Context: an optimization exercise on an open-source flow, tuned for small area, a short achievable clock period and few clock cycles per item. The choices shown serve that exercise and are no tape-out recipe. At most, simulation tests tie the RTL to the original design; equivalence was not proved. Only the layout flow was run in run 7; the RTL was not checked for function there.

**design/flow/config.mk**
```make
export PLATFORM = sky130hd
export DESIGN_NAME = sdiv_unit
export DESIGN_NICKNAME = sdiv_unit
export VERILOG_FILES = /design/flow/design.v
export SDC_FILE = /design/flow/constraint.sdc
export NUM_CORES = 4
export LEC_CHECK = 0
export CAP_MARGIN = 0
export CORE_MARGIN = 2
export CORE_UTILIZATION = 65
export GPL_ROUTABILITY_DRIVEN = 0
export GPL_TIMING_DRIVEN = 0
export SLEW_MARGIN = 0
```
**design/flow/constraint.sdc**
```tcl
create_clock -name core_clock -period 110.0 [get_ports {clk}]
set_input_delay 22.0000 -clock core_clock [delete_from_list [all_inputs] [get_ports {clk}]]
set_output_delay 22.0000 -clock core_clock [all_outputs]
set_load 0.01 [all_outputs]
```
**design/flow/design.v**
```verilog
module sdiv_unit #(parameter STEP = 4) (
		input clk,
		input rst,
		input [63 : 0] data_in_bus,
		input [1 : 0] valid_in_bus,
		output [1 : 0] ready_in_bus,
		output [31 : 0] data_out_bus,
		output [0 : 0] valid_out_bus,
		input [0 : 0] ready_out_bus
);
	localparam NCH = 32 / STEP;           
	localparam CW = 3;                    
	reg [31:0] ia, ib;
	reg fa, fb;           
	reg rdy_a, rdy_b;     
	reg iter;
	reg [30:0] rem;       
	reg [31:0] aq;        
	reg [31:0] bd;        
	reg [CW-1:0] cnt;     
	reg qneg;
	reg [1:0] nq;         
	reg vout;             
	reg hnz;              
	reg [31:0] odat;      
	assign ready_in_bus = {rdy_b, rdy_a};
	assign valid_out_bus = vout;
	assign data_out_bus = odat;
	function [32:0] bkadd(input [32:0] x, input [32:0] y, input ci);
		reg [32:0] g, p, p0;
		integer d, i;
		begin
			p0 = x ^ y;
			g = x & y;
			p = p0;
			g[0] = g[0] | (p[0] & ci);
			for (d = 1; d < 33; d = d * 2)
				for (i = 2 * d - 1; i < 33; i = i + 2 * d) begin
					g[i] = g[i] | (p[i] & g[i - d]);
					p[i] = p[i] & p[i - d];
				end
			for (d = 16; d >= 1; d = d / 2)
				for (i = 3 * d - 1; i < 33; i = i + 2 * d) begin
					g[i] = g[i] | (p[i] & g[i - d]);
					p[i] = p[i] & p[i - d];
				end
			bkadd = p0 ^ {g[31:0], ci};
		end
	endfunction
	function [31:0] cneg(input [31:0] x, input c);
		reg [31:0] o;
		integer d, i;
		begin
			o = {x[30:0], 1'b0};    
			for (d = 1; d < 32; d = d * 2)
				for (i = 31; i >= d; i = i - 1)
					o[i] = o[i] | o[i - d];
			cneg = x ^ ({32{c}} & o);
		end
	endfunction
	function [5:0] blen(input [31:0] x);
		integer i;
		begin
			blen = 6'd0;
			for (i = 0; i < 32; i = i + 1)
				if (x[i]) blen = i + 1;
		end
	endfunction
	wire aneg = ia[31];
	wire [31:0] absa = cneg(ia, aneg);
	wire [31:0] bx = ib ^ {32{ib[31]}};   
	wire [5:0] la = blen(absa);
	wire [5:0] lb = blen(bx);
	wire qzero = (la < lb);                       
	wire [6:0] nqb = la - lb + 1;                 
	wire [6:0] nqc = (nqb > 32) ? 7'd32 : nqb;
	wire [CW:0] nch = (nqc + STEP - 1) / STEP;    
	wire [CW-1:0] shc = NCH - nch;                
	wire [63:0] fun = {32'd0, absa} << (shc * STEP);
	wire bneg = bd[31];
	reg [30:0] r_i;
	reg [31:0] q_i;
	reg [32:0] t;
	wire [32:0] dneg = {1'b1, bd ^ {32{~bneg}}};    
	integer k;
	always @(*) begin
		r_i = rem;
		q_i = aq;
		for (k = 0; k < STEP; k = k + 1) begin
			t = bkadd({1'b0, r_i, q_i[31]}, dneg, ~bneg);
			r_i = t[32] ? {r_i[29:0], q_i[31]} : t[30:0];
			q_i = {q_i[30:0], ~t[32]};
		end
	end
	wire take_a = valid_in_bus[0] & rdy_a;
	wire take_b = valid_in_bus[1] & rdy_b;
	wire take_o = vout & ready_out_bus[0];
	wire last = iter & (cnt == 0);
	wire nzw = last & (nq == 2'd0);    
	wire unit_free = ~iter | nzw;
	wire consume = fa & fb & unit_free & (~qzero | (nq != 2'd3));
	wire start = consume & ~qzero;     
	wire zw = consume & qzero;         
	wire fa_n = (fa & ~consume) | take_a;
	wire fb_n = (fb & ~consume) | take_b;
	wire iter_n = start | (iter & ~nzw);
	wire [CW-1:0] cnt_n = start ? nch - 1'b1 : (iter & ~last) ? cnt - 1'b1 : cnt;
	wire [1:0] nq_s = nq + nzw + zw;
	wire [1:0] nq_t = nq_s - 1'b1;
	wire [1:0] nq_n = take_o ? nq_t : nq_s;
	wire last_n = iter_n & (cnt_n == 0);
	wire sure_s = (~iter_n & (nq_s != 2'd3)) | (last_n & (nq_s == 2'd0));
	wire sure_t = (~iter_n & (nq_t != 2'd3)) | (last_n & (nq_t == 2'd0));
	wire sure_n = take_o ? sure_t : sure_s;
	always @(posedge clk, posedge rst)
		if (rst) begin
			fa <= 1'b0;
			fb <= 1'b0;
			rdy_a <= 1'b1;
			rdy_b <= 1'b1;
			iter <= 1'b0;
			nq <= 2'd0;
			vout <= 1'b0;
			hnz <= 1'b0;
		end else begin
			fa <= fa_n;
			fb <= fb_n;
			rdy_a <= ~fa_n | (fb_n & sure_n);
			rdy_b <= ~fb_n | (fa_n & sure_n);
			iter <= iter_n;
			nq <= nq_n;
			vout <= take_o ? (nq_t != 2'd0) : (nq_s != 2'd0);
			hnz <= nzw | (hnz & ~take_o);
		end
	always @(posedge clk) begin
		if (~fa | consume) ia <= data_in_bus[31:0];
		if (~fb | consume) ib <= data_in_bus[63:32];
		cnt <= cnt_n;
		if (start) begin
			qneg <= ia[31] ^ ib[31];
			bd <= ib;
			rem <= fun[62:32];
			aq <= fun[31:0];
		end else if (iter & ~last) begin
			rem <= r_i;
			aq <= q_i;
		end
		if (nzw) odat <= cneg(q_i, qneg);
		else if ((take_o & hnz) | (zw & (nq == 2'd0))) odat <= 32'd0;
	end
endmodule
```
**design/flow/flow/run.sh**
```bash
#!/bin/bash
# The standard layout (the standard.sh, standard synthesis unchanged), with every port
# buffered by a plain sky130 buf_1 instead of the buffer the resizer picks by default, and a
# clock tree of clkbuf_16 leaves over clusters of up to 30 sinks, without dummy loads.
set -euo pipefail
bash standard.sh \
  'BUFFER_PORTS_ARGS=-buffer_cell sky130_fd_sc_hd__buf_1' \
  'CTS_ARGS=-sink_clustering_enable -repair_clock_nets -dont_use_dummy_load -buf_list sky130_fd_sc_hd__clkbuf_16 -sink_clustering_size 30 -sink_clustering_max_diameter 100' \
  finish > flow_make.log 2>&1
```
**design/flow/standard.sh**
```bash
#!/bin/bash
# synth_recipe.tcl (not shown) runs the flow's synth.tcl, then flattens the netlist and writes it again
# the make line also repeats each setting of config.mk as NAME=value (left out here)
make -C /OpenROAD-flow-scripts/flow DESIGN_CONFIG=/design/flow/config.mk WORK_HOME=/design/flow/orfs CLKGATE_MAP_FILE= SYNTH_SCRIPT=/design/flow/synth_recipe.tcl "${@:-finish}"
```
==> summary.md, run 1 <==
| Metric | Value |
|---|---|
| Outcome | timing/DRC/antenna clean |
| Synth warn | 1 |
| Post_cts resized | 0 |
| Element type at the critical path start | register |
| Final Hold Fails | 0 |
| NumNets Final | 2253 |
| Worst Tran Pin Value | 1.20 ns |
| Initial antenna violation count | 0 |
| Via count | 15051 |
| Crit path max fanout | 2 |
| Initial Utilization | approximately two thirds |
| Worst path cell trace | buf_4 -> buf_1 |
| Ys flop type | edfxtp_1 |
| M1 wire length | 20.4 mm |
| Flop and latch count out of synthesis | 204 |
| Drt first pass iters | 6 |
| Worst hold path type | reg -> reg |
| Post-route DRC | 0 |
| # hold bufs at CTS | 0 |
| Clk_skew | 0.0440 ns |
| Clock Sink Count | 204 |
| Number of synthesized flops with an enable pin | around 190 |
| Die Y | 171 um |
| RSZ-0062 raised after global routing | no |
| Total Routed Length | just under 50 mm |
| Port Buf Inserts | 103 |
| Worst path required time | 88.00 ns |
| Netlist Area Pre-Place | 18000 sq um |
| Yosys cell types | 91 |
| Clock transition at path regs | 0.10 ns |
| DRT iter0 DRCs | 1505 |
| Biggest area consumer among synthesized cells | edfxtp_1 |
| Avg Cell Area, Syn | 9.68 sq um |
| CTS root buffer | clkbuf_16 |
| Slew Limit Headroom | around a fifth |
| Syn Inst Count | 1864 |
| Met3 WL | 4.88 mm |
| Fmax | 43.1 MHz |
| Routed Antenna Nets | 0 |
| DR WL/cell | 20.7 um |
| Max layer used | met4 |
| Post-CTS Repair Setup Buffers | 0 |
| Mapped Nets | 2132 |
| Met2 WL | around 22 mm |
| Worst path slowest cell | dfstp_2 |
| CP arrival | 1.23 ns |
| Boundary Pins | 104 |
| First-pass GRT wire length | 75.9 mm |
| Final Max Tran Viols | 0 |
| Critical Path Max Stage Delay | between 0.5 and 0.6 ns |
| Most frequent cells after synthesis | edfxtp_1 (192), nand2_1 (178), nor2_1 (141) |
| Clk buf depth | 3 |
| Vias in the first global route | ~14000 |
| Fin crit period | about 23 ns |
| Placeable Area | 27100 sq um |
| Htree depth | 1 |
| CTS buffer count | 13 |
| Worst Setup Path Type | reg -> out |
| Area growth syn-to-layout | 6.84% |
| Antenna diodes | 0 |
| Final period util | 21.1% |
| Total grt overflow | 0 |
| Layout cells sized above 1 | 6.10% |
| Skew-Pair Late Insertion Delay | 0.49 ns |
| Post-detail-place hpwl | 38.9 mm |
| Crit end category | output port |
| Die area | 29100 sq um |
| Largest net degree at the start of global routing | 64 |
| Setup tns final | 0 ns |
| Die width | 171 um |
| Cell Rows | 60 |
| Tot GR Track Use | 33.7% |
| MaxCap Viol Count | 0 |
| Via/cell ratio | 6.39 |
| Cell with the most instances after synthesis | edfxtp_1 |
| Final Setup Violations | 0 |
| Synth top area cells | edfxtp_1 (32%), ha_1 (9.4%), fa_1 (7.0%), mux2i_1 (4.4%), xnor2_1 (4.4%) |
| Post-synthesis sequential area ratio | 33.5% |
| CTS tree | done |
| Ys async rst share | 4.41% |
| Share of the synthesized area in the top cell type | 32.0% |
-- metal layers --
| metal | vias up | global-route usage [%] |
|---|---|---|
| met5 | - | 0 |
| met1 | 7112 | 46.4 |
| met2 | 742 | 52.5 |
| met4 | 0 | 13.0 |
| li1 | 7076 | - |
| met3 | 121 | 7.22 |
-- registers in the layout (all words and copies together) (netlist names) --
name	count
aq	32
bd	32
cnt	3
fa	1
fb	1
hnz	1
ia	32
ib	32
iter	1
nq	2
odat	32
qneg	1
rdy_a	1
rdy_b	1
rem	31
vout	1
-- worst max-delay path: cells and delay by family (launching register included) --
family | cells | cell delay [ns]
buf+inv | 2 | 0.23
flops | 1 | 0.53
-- cell usage in the layout (no fill, tap or decap), types with 27 or more instances in the layout --
| cell | n |
|---|---|
| fa_1 | 63 |
| nor2_1 | 141 |
| nand3_1 | 43 |
| nor3_1 | 28 |
| a21o_1 | 39 |
| mux2i_1 | 80 |
| clkbuf_1 | 33 |
| xnor2_1 | 91 |
| inv_1 | 102 |
| nand2_1 | 175 |
| buf_1 | 111 |
| xor2_1 | 70 |
| or3_1 | 27 |
| a21oi_1 | 124 |
| o31ai_1 | 37 |
| edfxtp_1 | 192 |
| ha_1 | 136 |
| o21ai_0 | 103 |
-- final timing paths --
path | slack (ns) | from | cells past startpoint | end
hold / removal | 0.49 | ib[31] | 0 | bd[31]
setup reg to reg | 94.38 | bd[31] | 48 | rem[15]
setup / recovery | 86.77 | rdy_a | 2 | ready_in_bus[0]
hold reg to reg | 0.49 | ib[31] | 0 | bd[31]
max in group asynchronous | 88.23 | rst | 2 | rdy_a
min in group asynchronous | 21.44 | rst | 2 | hnz
-- cells by family after synthesis --
| kind of cell | after synthesis | share of synthesized area [%] |
|---|---|---|
| DFF | 204 | 33.5 |
| AOI/OAI and AO/OA | 483 | 17.8 |
| muxes | 104 | 5.96 |
| and+or+nand+nor | 535 | 14.2 |
| adders and majority gates | 199 | 16.4 |
| buffers and inverters | 176 | 4.01 |
| xor gates and xnor gates | 163 | 8.03 |
-- cell type report --
| type | count | area (sq um) |
|---|---|---|
| buffer | 74 | 342 |
| clock buffer | 13 | 325 |
| fill | 2137 | 7820 |
| inverter | 102 | 383 |
| multi-input combinational | 1484 | 11300 |
| sequential | 204 | 6050 |
| tap | 372 | 465 |
| timing repair buffer | 106 | 422 |
-- through the flow --
step / hold WS, ns / utilization (%) / worst slack, ns / std cells / cell area [sq um]
after global placement: 0.461 / 69.7 / 85.07 / 2339 / 18900
after detailed placement: 0.473 / 69.9 / 86.62 / 2342 / 18900
final: 0.489 / 71.1 / 86.77 / 2355 / 19300
after floorplan: 0.424 / - / 85.79 / 1864 / 18000
after global routing: 0.508 / 71.1 / 86.74 / 2355 / 19300
after CTS: 0.498 / 71.1 / 86.76 / 2355 / 19300
Testbench counts, summed over its fixed seeds: cycles 27,293, items 12,000.
==> inputs of run 2 (changes only) <==
--- a/design/flow/design.v
+++ b/design/flow/design.v
@@ -116,8 +116,8 @@
 		if (rst) begin
 			fa <= 1'b0;
 			fb <= 1'b0;
-			rdy_a <= 1'b1;
-			rdy_b <= 1'b1;
+			rdy_a <= 1'b0;
+			rdy_b <= 1'b0;
 			iter <= 1'b0;
 			nq <= 2'd0;
 			vout <= 1'b0;
--- a/design/flow/flow/run.sh
+++ b/design/flow/flow/run.sh
@@ -6,4 +6,5 @@
 bash standard.sh \
   'BUFFER_PORTS_ARGS=-buffer_cell sky130_fd_sc_hd__buf_1' \
   'CTS_ARGS=-sink_clustering_enable -repair_clock_nets -dont_use_dummy_load -buf_list sky130_fd_sc_hd__clkbuf_16 -sink_clustering_size 30 -sink_clustering_max_diameter 100' \
+  RECOVER_POWER=50 \
   finish > flow_make.log 2>&1
==> design/flow/config.mk (replaced) <==
export PLATFORM = sky130hd
export DESIGN_NAME = sdiv_unit
export DESIGN_NICKNAME = sdiv_unit
export VERILOG_FILES = /design/flow/design.v
export SDC_FILE = /design/flow/constraint.sdc
export NUM_CORES = 4
export LEC_CHECK = 0
export CAP_MARGIN = 20
export CORE_MARGIN = 2
export CORE_UTILIZATION = 65
export SLEW_MARGIN = 20
==> run 2 against run 1 <==
  * The layout now fails its checks (capacitance limit, slew limit)
  * Die area barely moved
  * Worst setup slack better by 0.16 ns
  * Routed wire length fell by 9.8%
  * Cell area shrank 1.0%
  * Critical endpoint is now valid_out_bus[0]
  * Highest routed layer unchanged
==> summary.md, run 2 <==
| Metric | Value |
|---|---|
| Outcome | finished with violations |
| Layout violations | capacitance limit, slew limit |
| Most frequent cells after synthesis | edfxtp_1 (192), nand2_1 (178), nor2_1 (141) |
| Reg2reg start | bd[31] |
| Element type at the critical path start | register |
| XOR/XNOR Fraction of Synth Area | 8.03% |
| Clk_skew | 0.0809 ns |
| Worst hold path type | reg -> reg |
| Simple logic cell fraction of the synthesized area | 14.2% |
| Final Setup Violations | 0 |
| Flop and latch count out of synthesis | 204 |
| Yosys cell types | 90 |
| Most common cell after layout, fill and taps aside | edfxtp_1 |
| Vias in the first global route | 13332 |
| R2R Setup Slk | about 96 ns |
| Via/cell ratio | 6.31 |
| CTS tree | done |
| Skew-Pair Late Insertion Delay | about 0.52 ns |
| Largest net degree at the start of global routing | 94 |
| Final Max Tran Viols | about 320 |
| Largest family of logic cells by synthesized area | compound AO/OA/AOI/OAI gates |
| Mapped Nets | 2132 |
| NumNets Final | 2198 |
| Total grt overflow | 0 |
| Critical Path Max Stage Delay | 0.42 ns |
| CTS root buffer | clkbuf_16 |
| CP bufs+invs | 1 |
| Crit path launch | vout |
| Synth top area cells | edfxtp_1 (32%), ha_1 (9.4%), fa_1 (7.0%), mux2i_1 (4.4%), xnor2_1 (4.4%) |
| Pre-CTS WS | 86.93 ns |
| GPL Wtd Cong | between 0.9 and 1 |
| Synth Area in Compound Gates | 17.8% |
| Worst r2r path cells | between 40 and 50 |
| DRT iter0 DRCs | 1458 |
| Htree depth | 1 |
| Post-CTS Repair Setup Buffers | 0 |
| Placeable Area | roughly 27000 sq um |
| Port Buf Inserts | 103 |
| Routed Antenna Nets | 0 |
| Ys async rst share | between 4 and 5% |
| Worst path cell trace | buf_1 |
| Crit end category | output port |
| First-pass GRT wire length | 69.7 mm |
| Die width | 171 um |
| Worst path slowest cell | dfrtp_1 |
| RR Endpoint | rem[20] |
| Tot GR Track Use | 30.3% |
| Register area | 6050 sq um |
| Post_cts resized | 0 |
| Stages on worst setup path | 1 |
| Ys flop type | edfxtp_1 |
| Multiplexer share of the synthesized area | 5.96% |
| Initial antenna violation count | 0 |
| Via count | 14510 |
| Synth warn | 1 |
| Biggest area consumer among synthesized cells | edfxtp_1 |
| CP delay by family, top | flip-flops |
| Fin area | 19100 sq um |
| Fin Hold WS | 0.502 ns |
| Initial Utilization | between 60% and 70% |
| Hold Startpoint | hnz |
| MaxCap Viol Count | 6 |
| Post-detail-place hpwl | ~35 mm |
| Die area | around 29000 sq um |
| Clock Sink Count | between 200 and 250 |
| Synth Area in Adders | 16.4% |
| # hold bufs at CTS | 0 |
| RSZ-0062 raised after global routing | no |
| Setup ws final | 86.93 ns |
| Fin crit period | 23.07 ns |
| Antenna diodes | 0 |
| Slew Limit Headroom | -151% |
| Worst path required time | 88.00 ns |
| Fillers | between 2000 and 2500 |
| Clk buf depth | 3 |
| Layout cells sized above 1 | 5.24% |
| Number of synthesized flops with an enable pin | 192 |
| Setup tns final | 0 ns |
| Critical Path End | valid_out_bus[0] |
| Netlist Area Pre-Place | 18000 sq um |
| Share of the synthesized area in the top cell type | between 30% and 40% |
| Clock transition at path regs | 0.12 ns |
| WHS Path Cells | 2 |
| Cell Rows | 60 |
| Final Hold Fails | 0 |
| Post-synthesis sequential area ratio | 33.5% |
| Post-route DRC | 0 |
| Syn Inst Count | approximately 1900 |
| Multi-input gate area | 11300 sq um |
| Worst Tran Pin Value | 3.76 ns |
| DR WL/cell | 19.2 um |
| Avg Cell Area, Syn | between 9 and 10 sq um |
| CTS buffer count | 12 |
| Commonest cells after routing, fill and taps aside | edfxtp_1 (192), nand2_1 (176), nor2_1 (141) |
| Worst Setup Path Type | reg -> out |
| Final period util | 21.0% |
| Area growth syn-to-layout | 5.77% |
| Fmax | 43.3 MHz |
| Crit path max fanout | 3 |
| CP arrival | around 1.1 ns |
| Drt first pass iters | 5 |
| Cell with the most instances after synthesis | edfxtp_1 |
| Die Y | 171 um |
| Placed Area | 18800 sq um |
| Total Routed Length | 44.0 mm |
| Boundary Pins | 104 |
run 2: routing by layer:
metal  vias up  GRT usage (%)  wire (um)
met5         -              0          0
met4         0           6.69        986
met3        73           3.40       3710
met2       622           47.9      19700
met1      6865           45.1      19700
li1       6950              -          -
run 2: area by class of cell:
cell class | instances | area share (%)
Multi-Input combinational cell | 1484 | 59.4
Sequential cell | 204 | 31.7
Timing Repair Buffer | 126 | 2.92
Tap cell | 372 | 2.44
Inverter | 102 | 2.01
Clock buffer | 12 | 1.57
run 2: worst min path at each step:
| stage | end |
|---|---|
| 2_1_floorplan | bd[31] |
| 3_3_place_gp | hnz |
| 3_5_place_dp | hnz |
| 4_1_cts | hnz |
| 5_1_grt | bd[2] |
| 6_report | hnz |
run 2: kinds of logic after synthesis:
group | count (synthesis)
AND/OR/NAND/NOR | 535
AO/OA/AOI/OAI | 483
flip-flops | 204
adder cells (fa/ha/maj) | 199
buffers and inverters | 176
XOR/XNOR | 163
multiplexers | 104
run 2: stage by stage:
step                std cells  util, %
global route             2300     70.4
global placement         2287     69.3
detailed placement       2287     69.3
CTS                      2299     70.4
floorplan                1864        -
finish                   2300     70.4
Testbench counts of run 2, summed over its fixed seeds: cycles 27,301, items 12,000.
==> inputs of run 3 (changes only) <==
--- a/design/flow/flow/run.sh
+++ b/design/flow/flow/run.sh
@@ -6,5 +6,4 @@
 bash standard.sh \
   'BUFFER_PORTS_ARGS=-buffer_cell sky130_fd_sc_hd__buf_1' \
   'CTS_ARGS=-sink_clustering_enable -repair_clock_nets -dont_use_dummy_load -buf_list sky130_fd_sc_hd__clkbuf_16 -sink_clustering_size 30 -sink_clustering_max_diameter 100' \
-  RECOVER_POWER=50 \
   finish > flow_make.log 2>&1
==> run 3 against run 2 <==
  * Now clean on timing, DRC and antenna
  * Utilization up 0.083 points
  * Fmax about the same
  * Cell count unchanged
  * Synthesized cell count unchanged
  * Largest cell class unchanged
==> summary.md, run 3 <==
| Metric | Value |
|---|---|
| CTS tree | done |
| Post_cts resized | 0 |
| Commonest cells after routing, fill and taps aside | edfxtp_1 (192), nand2_1 (176), nor2_1 (141) |
| Skew-Pair Late Insertion Delay | 0.51 ns |
| CTS root buffer | clkbuf_16 |
| Routed Antenna Nets | 0 |
| Cell with the most instances after synthesis | edfxtp_1 |
| Number of synthesized flops with an enable pin | 192 |
| Placed Area | between 15000 and 20000 sq um |
| Clock transition at path regs | 0.12 ns |
| Flop and latch count out of synthesis | 204 |
| Cell Rows | 60 |
| CTS buffer count | 12 |
| Placeable Area | 27100 sq um |
| Syn Inst Count | 1864 |
| Worst Tran Pin Value | 1.07 ns |
| Htree depth | 1 |
| Stages on worst setup path | 1 |
| Element type at the critical path start | register |
| Yosys cell types | 90 |
| DR WL/cell | 19.2 um |
| Post-route DRC | 0 |
| Mapped Nets | 2132 |
| Worst r2r path cells | 45 |
| Fmax | 43.4 MHz |
| Clk buf depth | 3 |
| # hold bufs at CTS | 0 |
| Via/cell ratio | 6.34 |
| Hold Startpoint | hnz |
| Synth top area cells | edfxtp_1 (32%), ha_1 (9.4%), fa_1 (7.0%), mux2i_1 (4.4%), xnor2_1 (4.4%) |
| Die Y | 171 um |
| Biggest area consumer among synthesized cells | edfxtp_1 |
| Area growth syn-to-layout | 5.89% |
| Slew Limit Headroom | approximately 29% |
| Crit path max fanout | 3 |
| Clk_skew | between 0.07 and 0.08 ns |
| NumNets Final | 2198 |
| Setup tns final | 0 ns |
| Final Max Tran Viols | 0 |
| Crit end category | output port |
| Inst Count DP | 2287 |
| Via count | 14590 |
| Worst path required time | 88.00 ns |
| Critical Path Max Stage Delay | 0.39 ns |
| Tot GR Track Use | 30.3% |
| Largest net degree at the start of global routing | 94 |
| Most frequent cells after synthesis | edfxtp_1 (192), nand2_1 (178), nor2_1 (141) |
| GPL Wtd Cong | around 0.97 |
| Ys flop type | edfxtp_1 |
| Antenna diodes | 0 |
| Post-synthesis sequential area ratio | 33.5% |
| Final Hold Fails | 0 |
| Vias in the first global route | 13332 |
| Avg Cell Area, Syn | about 9.7 sq um |
| Non-Filler Instances | 2300 |
| CP bufs+invs | 1 |
| Final period util | 21.0% |
| Fin crit period | 23.07 ns |
| RSZ-0062 raised after global routing | no |
| Netlist Area Pre-Place | 18000 sq um |
| Worst path slowest cell | dfrtp_1 |
| Initial Utilization | about 67% |
| DRT iter0 DRCs | between 1000 and 1500 |
| Reg2reg start | bd[31] |
| Die area | 29100 sq um |
| Boundary Pins | around 100 |
| First-pass GRT wire length | 69.7 mm |
| MaxCap Viol Count | 0 |
| Most common cell after layout, fill and taps aside | edfxtp_1 |
| Crit path launch | vout |
| Drt first pass iters | 6 |
| CP arrival | 1.07 ns |
| Share of the synthesized area in the top cell type | 32.0% |
| Port Buf Inserts | 103 |
| Worst Setup Path Type | reg -> out |
| Fin area | 19100 sq um |
| Post-detail-place hpwl | 34.6 mm |
| Total Routed Length | 44.1 mm |
| Synth warn | 1 |
| CP delay by family, top | flip-flops |
| Worst hold path type | reg -> reg |
| Outcome | timing/DRC/antenna clean |
| Die width | 171 um |
| Clock Sink Count | 204 |
| Ys async rst share | under 10% |
| Layout cells sized above 1 | 5.60% |
| Final Setup Violations | 0 |
| Initial antenna violation count | 0 |
| Worst path cell trace | buf_1 |
| Post-CTS Repair Setup Buffers | 0 |
| WHS Path Cells | 2 |
| Total grt overflow | 0 |
## run 3: metrics by stage
step | utilization, % | setup slack [ns] | hold slack, ns
floorplan | - | 85.79 | 0.424
global placement | 69.3 | 86.96 | 0.461
detailed placement | 69.3 | 86.93 | 0.474
CTS | 70.4 | 86.91 | 0.501
global route | 70.5 | 86.89 | 0.560
finish | 70.5 | 86.93 | 0.501
## run 3: final cells by class
cell class                      instances  area (sq um)
Fill cell                            2183          8000
Multi-Input combinational cell       1484         11300
Inverter                              102           383
Sequential cell                       204          6050
Clock buffer                           12           300
Timing Repair Buffer                  126           579
Tap cell                              372           465
## run 3: final timing paths
path | end | slack (ns)
min in group asynchronous | nq[1] | 21.40
max in group asynchronous | iter | 88.31
worst min register to register | hnz | 0.50
worst max register to register | rem[6] | 96.04
worst max-delay path | valid_out_bus[0] | 86.93
worst min-delay path | hnz | 0.50
## run 3: per-layer routing
layer,part of all wire (%),global-route usage (%)
met1,44,45.1
met2,45,47.9
met3,8.9,3.40
met4,2.1,6.69
met5,0,0
## run 3: cells by family after synthesis
| group | after synthesis | synth area share (%) |
|---|---|---|
| flip-flops | 204 | 33.5 |
| AND/OR/NAND/NOR | 535 | 14.2 |
| adder cells (fa/ha/maj) | 199 | 16.4 |
| multiplexers | 104 | 5.96 |
| buffers and inverters | 176 | 4.01 |
| AO/OA/AOI/OAI | 483 | 17.8 |
| XOR/XNOR | 163 | 8.03 |
==> inputs of run 4 (changes only) <==
--- a/design/flow/flow/run.sh
+++ b/design/flow/flow/run.sh
@@ -5,5 +5,5 @@
 set -euo pipefail
 bash standard.sh \
   'BUFFER_PORTS_ARGS=-buffer_cell sky130_fd_sc_hd__buf_1' \
-  'CTS_ARGS=-sink_clustering_enable -repair_clock_nets -dont_use_dummy_load -buf_list sky130_fd_sc_hd__clkbuf_16 -sink_clustering_size 30 -sink_clustering_max_diameter 100' \
+  'CTS_ARGS=-sink_clustering_enable -repair_clock_nets -dont_use_dummy_load -buf_list sky130_fd_sc_hd__clkbuf_16 -sink_clustering_size 20 -sink_clustering_max_diameter 80' \
   finish > flow_make.log 2>&1
==> run 4 against run 3 <==
  * First-iteration DRC count is 2.2% higher
  * Highest routed layer unchanged
  * Non-clock buffer count stayed put
  * Die area stayed put
==> summary.md, run 4 <==
| Metric | Value |
|---|---|
| Outcome | timing/DRC/antenna clean |
| Total grt overflow | 0 |
| NumNets Final | 2201 |
| Number of synthesized flops with an enable pin | 192 |
| Routed Antenna Nets | 0 |
| Post-synthesis sequential area ratio | around a third |
| Cell Rows | 60 |
| Drt first pass iters | 6 |
| MaxCap Viol Count | 0 |
| Non-Filler Instances | 2303 |
| Element type at the critical path start | register |
| Pre-CTS WS | 86.93 ns |
| Biggest area consumer among synthesized cells | edfxtp_1 |
| CTS tree | done |
| CP delay by family, top | flip-flops |
| Yosys cell types | 90 |
| Worst Tran Pin Value | slightly above 1 ns |
| Die area | 29100 sq um |
| GRT Max-Usage Layer | met2 |
| Crit end category | output port |
| Ys flop type | edfxtp_1 |
| Setup ws final | just under 90 ns |
| Initial antenna violation count | 0 |
| Vias in the first global route | 13399 |
| RSZ-0062 raised after global routing | no |
| Placeable Area | 27100 sq um |
| CP arrival | 1.04 ns |
| Boundary Pins | 104 |
| CP bufs+invs | 1 |
| Most frequent cells after synthesis | edfxtp_1 (192), nand2_1 (178), nor2_1 (141) |
| Setup tns final | 0 ns |
| # hold bufs at CTS | 0 |
| Flop and latch count out of synthesis | 204 |
| Fmax | 43.4 MHz |
| Htree depth | 1 |
| CTS buffer count | 15 |
| DRT iter0 DRCs | between 1000 and 1500 |
| Avg Cell Area, Syn | 9.68 sq um |
| Share of the synthesized area in the top cell type | 32.0% |
| Fillers | 2162 |
| R2R Setup Slk | 96.00 ns |
| Fin Hold WS | approximately 0.5 ns |
| Antenna diodes | 0 |
| DR WL/cell | 19.1 um |
| Netlist Area Pre-Place | between 15000 and 20000 sq um |
| Area growth syn-to-layout | 6.31% |
| Post-route DRC | 0 |
| Inst Count DP | 2287 |
| Worst hold path type | reg -> reg |
| M1 GR Usage | 44.8% |
| Critical Path Max Stage Delay | just over 0.4 ns |
| Synth top area cells | edfxtp_1 (32%), ha_1 (9.4%), fa_1 (7.0%), mux2i_1 (4.4%), xnor2_1 (4.4%) |
| Syn Inst Count | 1864 |
| Clk buf depth | 3 |
| CTS root buffer | clkbuf_16 |
| Commonest cells after routing, fill and taps aside | edfxtp_1 (192), nand2_1 (176), nor2_1 (141) |
| Post-detail-place hpwl | 34.6 mm |
| Most common cell after layout, fill and taps aside | edfxtp_1 |
| Layout cells sized above 1 | under 10% |
| Ys async rst share | 4.41% |
| Via count | between 10000 and 15000 |
| Synth warn | 1 |
| Port Buf Inserts | between 100 and 150 |
| Final Max Tran Viols | 0 |
| Tot GR Track Use | just over 30% |
| Worst path slowest cell | dfrtp_1 |
| Worst Setup Path Type | reg -> out |
| Clock transition at path regs | 0.09 ns |
| Met3 usage in global routing | ~3.9% |
| Clock Sink Count | 204 |
| Largest net degree at the start of global routing | 94 |
| First-pass GRT wire length | 69.7 mm |
| Die width | 171 um |
| Post-CTS Repair Setup Buffers | 0 |
| Final period util | about a fifth |
| Final Hold Fails | 0 |
| Initial Utilization | 66.6% |
| Die Y | between 150 and 200 um |
| GR Util met2 | 47.5% |
| Via/cell ratio | 6.31 |
| Post_cts resized | 0 |
| Slew Limit Headroom | approximately a third |
| Cell with the most instances after synthesis | edfxtp_1 |
| Worst path required time | 88.00 ns |
| Mapped Nets | 2132 |
| Crit path max fanout | 3 |
| Total Routed Length | 43.9 mm |
| Final Setup Violations | 0 |
| GPL Wtd Cong | approximately 0.97 |
| Fin crit period | around 23 ns |
| Skew-Pair Late Insertion Delay | 0.49 ns |
| Worst path cell trace | buf_1 |
| Clk_skew | 0.0313 ns |
==> run 4: cells by family after synthesis <==
kind of cell / Yosys count / synth area share (%)
and+or+nand+nor: 535 / 14.2
AOI/OAI and AO/OA: 483 / 17.8
xor gates and xnor gates: 163 / 8.03
DFF: 204 / 33.5
adders and majority gates: 199 / 16.4
buffers and inverters: 176 / 4.01
muxes: 104 / 5.96
==> run 4: routing by layer <==
metal / routed length (um) / part of all wire [%]
met5: 0 / 0
met4: 1010 / 2.3
met3: 3510 / 8.0
met2: 19700 / 45
met1: 19700 / 45
==> run 4: path summary, 6_finish.rpt <==
check                        from                to  depth (start not counted)
max                          vout  valid_out_bus[0]                          1
min                           hnz               hnz                          2
max reg2reg                bd[31]          odat[19]                         44
min reg2reg                   hnz               hnz                          2
max in group asynchronous     rst              iter                          2
min in group asynchronous     rst             nq[0]                          2
==> run 4: per-stage QoR <==
step	area, sq um	utilization [%]
floorplan	18000	-
global placement	18800	69.3
detailed placement	18800	69.3
CTS	19200	70.7
global route	19200	70.8
finish	19200	70.8
==> run 4: area by class of cell <==
class | instances | area (sq um) | area share, %
inverter | 102 | 383 | 2.00
multi-input combinational | 1484 | 11300 | 59.1
tap | 372 | 465 | 2.43
sequential | 204 | 6050 | 31.5
clock buffer | 15 | 375 | 1.96
timing repair buffer | 126 | 579 | 3.02
==> run 4: tightest hold or removal path, delay by kind of cell (launching register included) <==
| family | cells | cell delay (ns) |
|---|---|---|
| flip-flops | 1 | 0.37 |
| AND/OR/NAND/NOR | 2 | 0.10 |
==> inputs of run 5 (changes only) <==
--- a/design/flow/flow/run.sh
+++ b/design/flow/flow/run.sh
@@ -1,7 +1,7 @@
 #!/bin/bash
 # The standard layout (the standard.sh, standard synthesis unchanged), with every port
 # buffered by a plain sky130 buf_1 instead of the buffer the resizer picks by default, and a
-# clock tree of clkbuf_16 leaves over clusters of up to 30 sinks, without dummy loads.
+# clock tree of clkbuf_16 leaves over clusters of up to 20 sinks, without dummy loads.
 set -euo pipefail
 bash standard.sh \
   'BUFFER_PORTS_ARGS=-buffer_cell sky130_fd_sc_hd__buf_1' \
==> run 5 against run 4 <==
  * Still clean
  * Synthesized area is the same
  * Synthesized cell count did not move
  * Global-route usage did not move
  * Sequential share of layout area unchanged
  * Utilization stayed put
  * Flip-flop and latch count unchanged
  * Hold slack unchanged
  * Critical path type unchanged
==> summary.md, run 5 <==
| Metric | Value |
|---|---|
| First-pass GRT wire length | 69.7 mm |
| Met3 WL | 3.51 mm |
| Synth warn | 1 |
| Yosys cell types | 90 |
| Cell Rows | 60 |
| Setup tns final | 0 ns |
| Netlist Area Pre-Place | 18000 sq um |
| Worst path slowest cell | dfrtp_1 |
| Port Buf Inserts | 103 |
| GPL Wtd Cong | 0.970 |
| Post-synthesis sequential area ratio | 33.5% |
| Boundary Pins | about 100 |
| Routed Antenna Nets | 0 |
| Die width | 171 um |
| Worst Tran Pin Value | 1.02 ns |
| Ys flop type | edfxtp_1 |
| Post-detail-place hpwl | roughly 35 mm |
| CTS buffer count | 15 |
| Htree depth | 1 |
| Via count | 14539 |
| Worst path required time | ~88 ns |
| Total grt overflow | 0 |
| Layout cells sized above 1 | 5.75% |
| Post_cts resized | 0 |
| M1 wire length | 19.7 mm |
| Drt first pass iters | 6 |
| Most common cell after layout, fill and taps aside | edfxtp_1 |
| Worst hold path type | reg -> reg |
| CTS root buffer | clkbuf_16 |
| Tot GR Track Use | 30.3% |
| DRT iter0 DRCs | 1462 |
| Worst path cell trace | buf_1 |
| Vias in the first global route | 13399 |
| Inst Count DP | between 2000 and 2500 |
| Met2 WL | 19.7 mm |
| Total Routed Length | 43.9 mm |
| NumNets Final | approximately 2200 |
| Outcome | timing/DRC/antenna clean |
| CTS tree | done |
| Final period util | 20.9% |
| Fillers | 2162 |
| Flop and latch count out of synthesis | between 200 and 250 |
| Placeable Area | 27100 sq um |
| Area growth syn-to-layout | 6.31% |
| Antenna diodes | 0 |
| Skew-Pair Late Insertion Delay | 0.49 ns |
| Initial Utilization | 66.6% |
| R2R Setup Slk | 96.00 ns |
| Fin crit period | 23.04 ns |
| Fmax | 43.4 MHz |
| Slew Limit Headroom | 31.6% |
| MaxCap Viol Count | 0 |
| DR WL/cell | 19.1 um |
| Via/cell ratio | 6.31 |
| Avg Cell Area, Syn | between 9 and 10 sq um |
| Critical Path Max Stage Delay | 0.41 ns |
| Crit end category | output port |
| Non-Filler Instances | between 2000 and 2500 |
| Most frequent cells after synthesis | edfxtp_1 (192), nand2_1 (178), nor2_1 (141) |
| Synth top area cells | edfxtp_1 (32%), ha_1 (9.4%), fa_1 (7.0%), mux2i_1 (4.4%), xnor2_1 (4.4%) |
| Die area | 29100 sq um |
| Clk buf depth | 3 |
| Die Y | 171 um |
| Clock transition at path regs | about 0.090 ns |
| Crit path max fanout | 3 |
| Commonest cells after routing, fill and taps aside | edfxtp_1 (192), nand2_1 (176), nor2_1 (141) |
| RSZ-0062 raised after global routing | no |
| Fin Hold WS | 0.501 ns |
| Cell with the most instances after synthesis | edfxtp_1 |
| Final Max Tran Viols | 0 |
| Number of synthesized flops with an enable pin | 192 |
| Element type at the critical path start | register |
| Biggest area consumer among synthesized cells | edfxtp_1 |
| Worst Setup Path Type | reg -> out |
| Final Setup Violations | 0 |
| Clk_skew | 0.0313 ns |
| Initial antenna violation count | 0 |
| Final Hold Fails | 0 |
| Max layer used | met4 |
| Clock Sink Count | 204 |
| Syn Inst Count | 1864 |
| CP bufs+invs | 1 |
| Post-CTS Repair Setup Buffers | 0 |
| CP arrival | 1.04 ns |
| Ys async rst share | around 4.4% |
| CP delay by family, top | flip-flops |
| Post-route DRC | 0 |
| Mapped Nets | 2132 |
| Largest net degree at the start of global routing | 94 |
| Share of the synthesized area in the top cell type | 32.0% |
| # hold bufs at CTS | 0 |
## run 5: cell counts after synthesis
Identical to the previous run, type by type.
## run 5: path summary, 6_finish.rpt
| check | start | endpoint | cells past startpoint |
|---|---|---|---|
| setup / recovery | vout | valid_out_bus[0] | 1 |
| hold / removal | hnz | hnz | 2 |
| setup reg to reg | bd[31] | odat[19] | 44 |
| hold reg to reg | hnz | hnz | 2 |
| max in group asynchronous | rst | iter | 2 |
| min in group asynchronous | rst | nq[0] | 2 |
## run 5: logic make-up (layout without fill, tap and decap cells)
family | Yosys count | count (layout) | share of synthesized area (%)
mux | 104 | 104 | 5.96
compound gates | 483 | 483 | 17.8
buf+inv | 176 | 243 | 4.01
fa+ha+maj | 199 | 199 | 16.4
flops | 204 | 204 | 33.5
simple gates | 535 | 535 | 14.2
xor+xnor | 163 | 163 | 8.03
## run 5: routing by layer
layer  vias up  GRT usage [%]
li1       6970              -
met1      6914           44.8
met2       587           47.5
met3        68           3.86
met4         0           7.43
met5         -              0
## run 5: through the flow
step	worst slack (ns)	cell area, sq um	util, %
detailed placement	86.93	18800	69.3
CTS	86.95	19200	70.7
global route	86.93	19200	70.8
global placement	86.96	18800	69.3
floorplan	85.79	18000	-
finish	86.96	19200	70.8
## run 5: area by class of cell
type	count	area (sq um)	area share [%]
Multi-Input combinational cell	1484	11300	59.1
Sequential cell	204	6050	31.5
Timing Repair Buffer	126	579	3.02
Tap cell	372	465	2.43
Inverter	102	383	2.00
Clock buffer	15	375	1.96
==> inputs of run 6 (changes only) <==
--- a/design/flow/config.mk
+++ b/design/flow/config.mk
@@ -7,5 +7,6 @@
 export LEC_CHECK = 0
 export CAP_MARGIN = 20
 export CORE_MARGIN = 2
-export CORE_UTILIZATION = 65
+export CORE_UTILIZATION = 75
+export PLACE_DENSITY = 0.8
 export SLEW_MARGIN = 20
==> run 6 against run 5 <==
  * Die area fell by 13%
  * Sequential share of layout area up 0.13 points
  * First-iteration DRC count grew 2.9%
  * Worst setup slack better by 0.016 ns
  * Hold slack worse by 0.0080 ns
  * Clock skew rose by 0.0088 ns
  * Count of clock-buffer cells in the layout stayed put
  * Global-route usage rose by 4.9 points
  * Via count up 2.1%
  * Flip-flop and latch count did not move
==> summary.md, run 6 <==
| Metric | Value |
|---|---|
| Outcome | timing/DRC/antenna clean |
| Initial antenna violation count | 1 |
| Clock Sink Count | 204 |
| Largest net degree at the start of global routing | 94 |
| Crit end category | output port |
| Post-detail-place hpwl | 34.7 mm |
| Synth Area in Compound Gates | 17.8% |
| Mapped Nets | 2132 |
| Flop and latch count out of synthesis | 204 |
| DRT iter0 DRCs | ~1500 |
| Ys flop type | edfxtp_1 |
| Die area | 25300 sq um |
| Post-CTS Repair Setup Buffers | 0 |
| Drt first pass iters | 6 |
| Critical Path Max Stage Delay | ~0.40 ns |
| Port Buf Inserts | 103 |
| Avg Cell Area, Syn | 9.68 sq um |
| Fmax | 43.4 MHz |
| Via/cell ratio | ~6.6 |
| Crit path launch | odat[23] |
| Htree depth | 1 |
| Final Max Tran Viols | 0 |
| Cell Rows | 56 |
| Initial Utilization | 76.6% |
| # hold bufs at CTS | 0 |
| Worst path slowest cell | edfxtp_1 |
| Most frequent cells after synthesis | edfxtp_1 (192), nand2_1 (178), nor2_1 (141) |
| Worst r2r path cells | 45 |
| CP delay by family, top | flip-flops |
| CTS tree | done |
| Post_cts resized | 0 |
| Placed Area | 18700 sq um |
| Vias in the first global route | 13855 |
| Post-synthesis sequential area ratio | between 30% and 40% |
| Crit path max fanout | 1 |
| Largest family of logic cells by synthesized area | compound AO/OA/AOI/OAI gates |
| Sink of the worst hold path | bd[0] |
| Netlist Area Pre-Place | 18000 sq um |
| Clk buf depth | 3 |
| Synth Area in Adders | 16.4% |
| Boundary Pins | 104 |
| Element type at the critical path start | register |
| First-pass GRT wire length | 72.0 mm |
| GPL Wtd Cong | 0.954 |
| Yosys cell types | 90 |
| Final Hold Fails | 0 |
| Number of synthesized flops with an enable pin | 192 |
| DR WL/cell | 19.8 um |
| Worst path required time | roughly 88 ns |
| Simple logic cell fraction of the synthesized area | 14.2% |
| Layout Utilization | 81.1% |
| Setup tns final | 0 ns |
| CTS root buffer | clkbuf_16 |
| Final Setup Violations | 0 |
| Skew-Pair Late Insertion Delay | 0.49 ns |
| NumNets Final | 2199 |
| Fin area | 19100 sq um |
| Multiplexer share of the synthesized area | 5.96% |
| R2R Setup Slk | 95.28 ns |
| Total Routed Length | roughly 45 mm |
| Worst path cell trace | buf_1 |
| Die width | 159 um |
| Synth top area cells | edfxtp_1 (32%), ha_1 (9.4%), fa_1 (7.0%), mux2i_1 (4.4%), xnor2_1 (4.4%) |
| Commonest cells after routing, fill and taps aside | edfxtp_1 (192), nand2_1 (176), nor2_1 (141) |
| Tot GR Track Use | 35.2% |
| CP arrival | slightly above 1 ns |
| Share of the synthesized area in the top cell type | 32.0% |
| Area growth syn-to-layout | 5.87% |
| Fin Hold WS | 0.493 ns |
| Post-route DRC | 0 |
| Hold Startpoint | ib[0] |
| CP bufs+invs | 1 |
| CTS buffer count | 15 |
| Clk_skew | 0.0401 ns |
| Fin crit period | ~23 ns |
| WHS Path Cells | 0 |
| Routed Antenna Nets | 0 |
| Syn Inst Count | 1864 |
| Synth warn | 1 |
| Clock transition at path regs | 0.08 ns |
| Reg2reg start | bd[31] |
| Antenna diodes | 0 |
| Biggest area consumer among synthesized cells | edfxtp_1 |
| Ys async rst share | 4.41% |
| RSZ-0062 raised after global routing | no |
| Worst Setup Path Type | reg -> out |
| MaxCap Viol Count | 0 |
| Worst hold path type | reg -> reg |
| Slew Limit Headroom | 29.8% |
| Layout cells sized above 1 | 5.70% |
| Total grt overflow | 0 |
| XOR/XNOR Fraction of Synth Area | 8.03% |
| Worst Tran Pin Value | around 1.1 ns |
| RR Endpoint | odat[9] |
| Final period util | about a fifth |
| Cell with the most instances after synthesis | edfxtp_1 |
| Most common cell after layout, fill and taps aside | edfxtp_1 |
| Placeable Area | between 20000 and 25000 sq um |
| Die Y | 159 um |
| Via count | 14846 |
run 6: changes by cell type in the layout (fill, tap and decap cells not counted), sizes merged:
cell  before  now
buf      126  124
run 6: area by class of cell:
cell class	instances	area (sq um)
inverter	102	383
clock buffer	15	375
tap	319	399
multi-input combinational	1484	11300
sequential	204	6050
timing repair buffer	124	564
fill	1537	4440
run 6: cell families after synthesis:
group	count (synthesis)
AO/OA/AOI/OAI	483
AND/OR/NAND/NOR	535
flip-flops	204
XOR/XNOR	163
adder cells (fa/ha/maj)	199
multiplexers	104
buffers and inverters	176
run 6: routing by layer:
metal / track usage [%] / wire length [um] / share of wire, % / vias up
li1: - / - / - / 6961
met1: 50.2 / 18100 / 41 / 6987
met5: 0 / 13 / 0.029 / -
met3: 4.53 / 4560 / 10 / 104
met4: 9.17 / 1360 / 3.1 / 2
met2: 57.6 / 20600 / 46 / 792
run 6: worst max-delay path by stage:
stage                  endpoint  slack (ns)  depth (start not counted)
2_1_floorplan           odat[0]       85.79                          2
3_3_place_gp              rdy_a       86.97                          6
3_5_place_dp              rdy_b       86.94                          6
4_1_cts        valid_out_bus[0]       86.97                          1
5_1_grt         ready_in_bus[1]       86.95                          1
6_report       data_out_bus[23]       86.98                          1
run 6: per-stage QoR:
| step | worst slack (ns) | cells |
|---|---|---|
| final | 86.98 | 2248 |
| after CTS | 86.97 | 2247 |
| after floorplan | 85.79 | 1864 |
| after global placement | 86.97 | 2232 |
| after global routing | 86.95 | 2248 |
| after detailed placement | 86.94 | 2232 |
==> inputs of run 7 (changes only) <==
==> design/flow/design.v (replaced) <==
module sdiv_unit #(parameter STEP = 4) (
		input clk,
		input rst,
		input [63 : 0] data_in_bus,
		input [1 : 0] valid_in_bus,
		output [1 : 0] ready_in_bus,
		output [31 : 0] data_out_bus,
		output [0 : 0] valid_out_bus,
		input [0 : 0] ready_out_bus
);
	localparam NCH = 32 / STEP;           
	localparam CW = $clog2(NCH) > 0 ? $clog2(NCH) : 1;
	localparam S_IDLE = 2'd0, S_PREP = 2'd1, S_ITER = 2'd2, S_DONE = 2'd3;
	reg [1:0] st;
	reg got_a, got_b;
	reg [31:0] rem;       
	reg [31:0] aq;        
	reg [31:0] bd;        
	reg [CW-1:0] cnt;     
	reg qneg;
	wire accept = (st == S_IDLE) | (st == S_DONE);
	assign ready_in_bus = {accept & ~got_b, accept & ~got_a};
	assign valid_out_bus = (st == S_DONE);
	assign data_out_bus = rem;
	wire take_a = valid_in_bus[0] & accept & ~got_a;
	wire take_b = valid_in_bus[1] & accept & ~got_b;
	wire have_a = got_a | take_a;
	wire have_b = got_b | take_b;
	wire start = have_a & have_b & ((st == S_IDLE) | ready_out_bus[0]);
	wire aneg = aq[31];
	wire bneg = bd[31];
	wire [31:0] absa = aneg ? -aq : aq;
	wire [31:0] bx = bd ^ {32{bneg}};    
	function [5:0] blen(input [31:0] x);
		integer i;
		begin
			blen = 6'd0;
			for (i = 0; i < 32; i = i + 1)
				if (x[i]) blen = i + 1;
		end
	endfunction
	wire [5:0] la = blen(absa);
	wire [5:0] lb = blen(bx);
	wire signed [7:0] nq = $signed({2'b0, la}) - $signed({2'b0, lb}) + 8'sd1;  
	wire qzero = (nq <= 0);
	wire [7:0] nqc = (nq > 32) ? 8'd32 : nq[7:0];
	wire [CW:0] nch = (nqc + STEP - 1) / STEP;    
	wire [5:0] sh = 6'd32 - nch * STEP;           
	wire [63:0] fun = {32'd0, absa} << sh;
	reg [31:0] r_i, q_i;
	reg [32:0] t;
	wire [32:0] dneg = {1'b1, bd ^ {32{~bneg}}};    
	integer k;
	always @(*) begin
		r_i = rem;
		q_i = aq;
		for (k = 0; k < STEP; k = k + 1) begin
			t = {r_i, q_i[31]} + dneg + {32'd0, ~bneg};
			q_i = {q_i[30:0], ~t[32]};
			r_i = t[32] ? {r_i[30:0], aq[31-k]} : t[31:0];
		end
	end
	wire [31:0] qs = qneg ? -q_i : q_i;
	always @(posedge clk, posedge rst)
		if (rst) begin
			st <= S_IDLE;
			got_a <= 1'b0;
			got_b <= 1'b0;
		end else begin
			case (st)
				S_IDLE, S_DONE: begin
					if (start) begin
						st <= S_PREP;
						got_a <= 1'b0;
						got_b <= 1'b0;
					end else begin
						if (st == S_DONE && ready_out_bus[0]) st <= S_IDLE;
						got_a <= have_a;
						got_b <= have_b;
					end
				end
				S_PREP: st <= qzero ? S_DONE : S_ITER;
				S_ITER: if (cnt == 0) st <= S_DONE;
			endcase
		end
	always @(posedge clk) begin
		if (take_a) aq <= data_in_bus[31:0];
		if (take_b) bd <= data_in_bus[63:32];
		case (st)
			S_PREP: begin
				qneg <= aneg ^ bneg;
				cnt <= nch - 1'b1;
				rem <= qzero ? 32'd0 : fun[63:32];
				if (!qzero) aq <= fun[31:0];
			end
			S_ITER: begin
				cnt <= cnt - 1'b1;
				aq <= q_i;
				rem <= (cnt == 0) ? qs : r_i;
			end
			default: ;
		endcase
	end
endmodule
==> design/flow/run.sh (new file) <==
#!/bin/bash
# synth_recipe.tcl (not shown) runs the flow's synth.tcl, then flattens the netlist and writes it again
# the make line also repeats each setting of config.mk as NAME=value (left out here)
make -C /OpenROAD-flow-scripts/flow DESIGN_CONFIG=/design/flow/config.mk WORK_HOME=/design/flow/orfs CLKGATE_MAP_FILE= SYNTH_SCRIPT=/design/flow/synth_recipe.tcl finish
--- a/design/flow/config.mk
+++ b/design/flow/config.mk
@@ -7,6 +7,5 @@
 export LEC_CHECK = 0
 export CAP_MARGIN = 20
 export CORE_MARGIN = 2
-export CORE_UTILIZATION = 75
-export PLACE_DENSITY = 0.8
+export CORE_UTILIZATION = 40
 export SLEW_MARGIN = 20
removed: design/flow/flow/run.sh
removed: design/flow/standard.sh
==> run 7 against run 6 <==
  * Clock skew fell by 0.025 ns
  * Sequential share of layout area is 17 points lower
  * Global-route usage is 3.8 points lower
  * Count of clock-buffer cells in the layout decreased by 4
  * Cell count up 27%
  * First-iteration DRC count grew 7.3%
  * Utilization is 36 points lower
  * Flip-flop and latch count fell by 100
  * Critical path type unchanged
==> summary.md, run 7 <==
| Metric | Value |
|---|---|
| Crit path max fanout | 4 |
| Boundary Pins | 104 |
| Skew-Pair Late Insertion Delay | 0.40 ns |
| Ys flop type | edfxtp_1 |
| Cell Rows | 75 |
| Non-Filler Instances | roughly 2900 |
| Most common cell after layout, fill and taps aside | nand2_1 |
| Outcome | timing/DRC/antenna clean |
| Mapped Nets | 2500 |
| Biggest area consumer among synthesized cells | edfxtp_1 |
| Cell with the most instances after synthesis | nand2_1 |
| Htree depth | 3 |
| Share of the synthesized area in the top cell type | 12.0% |
| Via/cell ratio | 6.39 |
| Drt first pass iters | 7 |
| Synth top area cells | edfxtp_1 (12%), ha_1 (9.8%), a21oi_1 (6.7%), xnor2_1 (6.4%), mux2i_1 (5.4%) |
| First-pass GRT wire length | 105 mm |
| # hold bufs at CTS | 0 |
| Worst Tran Pin Value | 1.12 ns |
| RSZ-0062 raised after global routing | no |
| GPL Wtd Cong | 1.02 |
| Syn Inst Count | ~2300 |
| Largest regs | aq: 32 flops, bd: 32 flops, rem: 32 flops |
| Post-synthesis sequential area ratio | between 15 and 20% |
| Routed Antenna Nets | 0 |
| Fin Hold WS | 0.559 ns |
| Most frequent cells after synthesis | nand2_1 (231), a21oi_1 (228), nor2_1 (190) |
| CP arrival | 1.96 ns |
| Total grt overflow | 0 |
| Placeable Area | 41900 sq um |
| Clock Sink Count | ~100 |
| Netlist Area Pre-Place | 17000 sq um |
| Fillers | 4260 |
| Worst hold path type | reg -> reg |
| Ys async rst share | 3.85% |
| Layout cells sized above 1 | 5.12% |
| Fmax | 41.7 MHz |
| Final Setup Violations | 0 |
| Die Y | 210 um |
| Post_cts resized | 0 |
| Final Hold Fails | 0 |
| Placed Area | 18500 sq um |
| Post-detail-place hpwl | 55.3 mm |
| Clk_skew | ~0.015 ns |
| DRT iter0 DRCs | 1614 |
| Avg Cell Area, Syn | 7.43 sq um |
| Total Routed Length | 70.5 mm |
| CTS root buffer | clkbuf_16 |
| Setup tns final | 0 ns |
| Final Max Tran Viols | 0 |
| Vias in the first global route | roughly 17000 |
| Initial antenna violation count | 2 |
| Largest net degree at the start of global routing | 55 |
| Inst Count DP | 2847 |
| Clock transition at path regs | 0.07 ns |
| Final period util | 21.8% |
| DR WL/cell | between 20 and 25 um |
| Crit end category | output port |
| Die area | 44200 sq um |
| Area growth syn-to-layout | 10.6% |
| Worst path required time | 88.00 ns |
| CTS tree | done |
| Via count | 18307 |
| MaxCap Viol Count | 0 |
| Fin area | 18800 sq um |
| Slew Limit Headroom | 24.9% |
| Yosys cell types | 91 |
| Post-CTS Repair Setup Buffers | 0 |
| Element type at the critical path start | register |
| Antenna diodes | 0 |
| Post-route DRC | 0 |
| Tot GR Track Use | 31.4% |
| Synth warn | 1 |
| Number of synthesized flops with an enable pin | between 60 and 70 |
| Die width | 210 um |
| Initial Utilization | 40.6% |
| Port Buf Inserts | between 100 and 150 |
| Flop and latch count out of synthesis | around 100 |
| Commonest cells after routing, fill and taps aside | nand2_1 (231), a21oi_1 (227), nor2_1 (190) |
| Worst Setup Path Type | reg -> out |
| Fin crit period | roughly 24 ns |
| Clk buf depth | 2 |
| CTS buffer count | 9 |
| NumNets Final | approximately 2500 |
run 7: cell count changes in the layout (fill, tap and decap cells not counted), moves of 49 or more:
| cell | delta |
|---|---|
| buf_1 | -103 |
| a21oi_1 | +103 |
| fa_1 | -58 |
| edfxtp_1 | -124 |
| o21ai_0 | +55 |
| nand2_1 | +55 |
| clkdlybuf4s50_1 | +103 |
| nor2_1 | +49 |
run 7: final timing paths:
| path | from | end | slack (ns) | depth (start not counted) |
|---|---|---|---|---|
| max | st[0] | ready_in_bus[0] | 86.04 | 4 |
| min | got_a | got_a | 0.56 | 2 |
| max reg2reg | bd[31] | rem[8] | 89.66 | 63 |
| min reg2reg | got_a | got_a | 0.56 | 2 |
| max in group asynchronous | rst | got_a | 88.05 | 2 |
| min in group asynchronous | rst | st[0] | 21.80 | 2 |
run 7: worst max-delay path: stages, from the launching register on:
cell             delay (ns)
dfrtp_1                0.41
inv_1                  0.11
ha_2                   0.30
nor2_1                 0.19
clkdlybuf4s50_1        0.57
run 7: area by class of cell:
cell class	count	area, sq um	share of cell area, %
Multi-Input combinational cell	1989	13500	71.7
Inverter	71	267	1.41
Timing Repair Buffer	145	1340	7.13
Clock inverter	5	40.0	0.213
Tap cell	539	674	3.58
Clock buffer	11	233	1.24
Sequential cell	104	2780	14.8
run 7: cell families (layout without fill, tap and decap cells):
group / after synthesis / after routing / share of synthesized area, %
buffers and inverters: 199 / 232 / 4.70
AND/OR/NAND/NOR: 729 / 729 / 20.5
AO/OA/AOI/OAI: 796 / 796 / 29.9
XOR/XNOR: 208 / 208 / 10.8
flip-flops: 104 / 104 / 16.3
multiplexers: 117 / 117 / 7.39
adder cells (fa/ha/maj): 139 / 139 / 10.4
run 7: metrics by stage:
stage          utilization (%)  setup WS [ns]
2_1_floorplan                -          86.16
3_3_place_gp              44.2          85.92
3_5_place_dp              44.2          85.84
4_1_cts                   44.9          86.00
5_1_grt                   44.9          85.91
6_report                  44.9          86.04
run 7: metal layers:
metal  part of all wire, %  global-route usage (%)  up-vias
li1                      -                       -     8642
met1                    43                    40.4     8752
met2                    47                    52.5      766
met3                   6.3                    4.23      147
met4                   4.6                    14.1        0
met5                     0                       0        -

-- re-timing with driven ports --
In the flow no input, the clock included, has a driving cell. The finished layouts below were timed again as built, in two steps. Step 1, drivers: a clkbuf_16 drives clk and a buf_2 each remaining input, both assumed. Step 2 moves the port delays by t, midway between the first and last clock arrival at a register: inputs arrive t later, outputs are due t later. That takes back most of the time a late clock gives input paths. Three values: no drivers, after step 1, after step 2; two values: the first two.
run | shift t [ns] | slack for setup (ns) | worst setup path after step 2 | worst register clock-pin slew, ns | pins driven straight from the clock port
run 1 | 0.524 | 86.774 / 86.723 / 86.649 | input to register | 0.11 / 0.11 | 1
run 2 | 0.526 | 86.931 / 86.881 / 86.909 | input to register | 0.12 / 0.12 | 1
run 3 | 0.525 | 86.934 / 86.883 / 86.933 | input to register | 0.12 / 0.12 | 1
run 4 | 0.528 | 86.964 / 86.914 / 86.904 | input to register | 0.09 / 0.09 | 1
run 5 | 0.528 | 86.964 / 86.914 / 86.904 | input to register | 0.09 / 0.09 | 1
run 6 | 0.516 | 86.980 / 86.932 / 86.940 | input to register | 0.09 / 0.09 | 1
run 7 | 0.450 | 86.039 / 85.985 / 85.795 | input to register | 0.08 / 0.08 | 1
The setup slack of run 7, which loses most, moves by -0.054 ns with the drivers and by -0.244 ns with both steps.
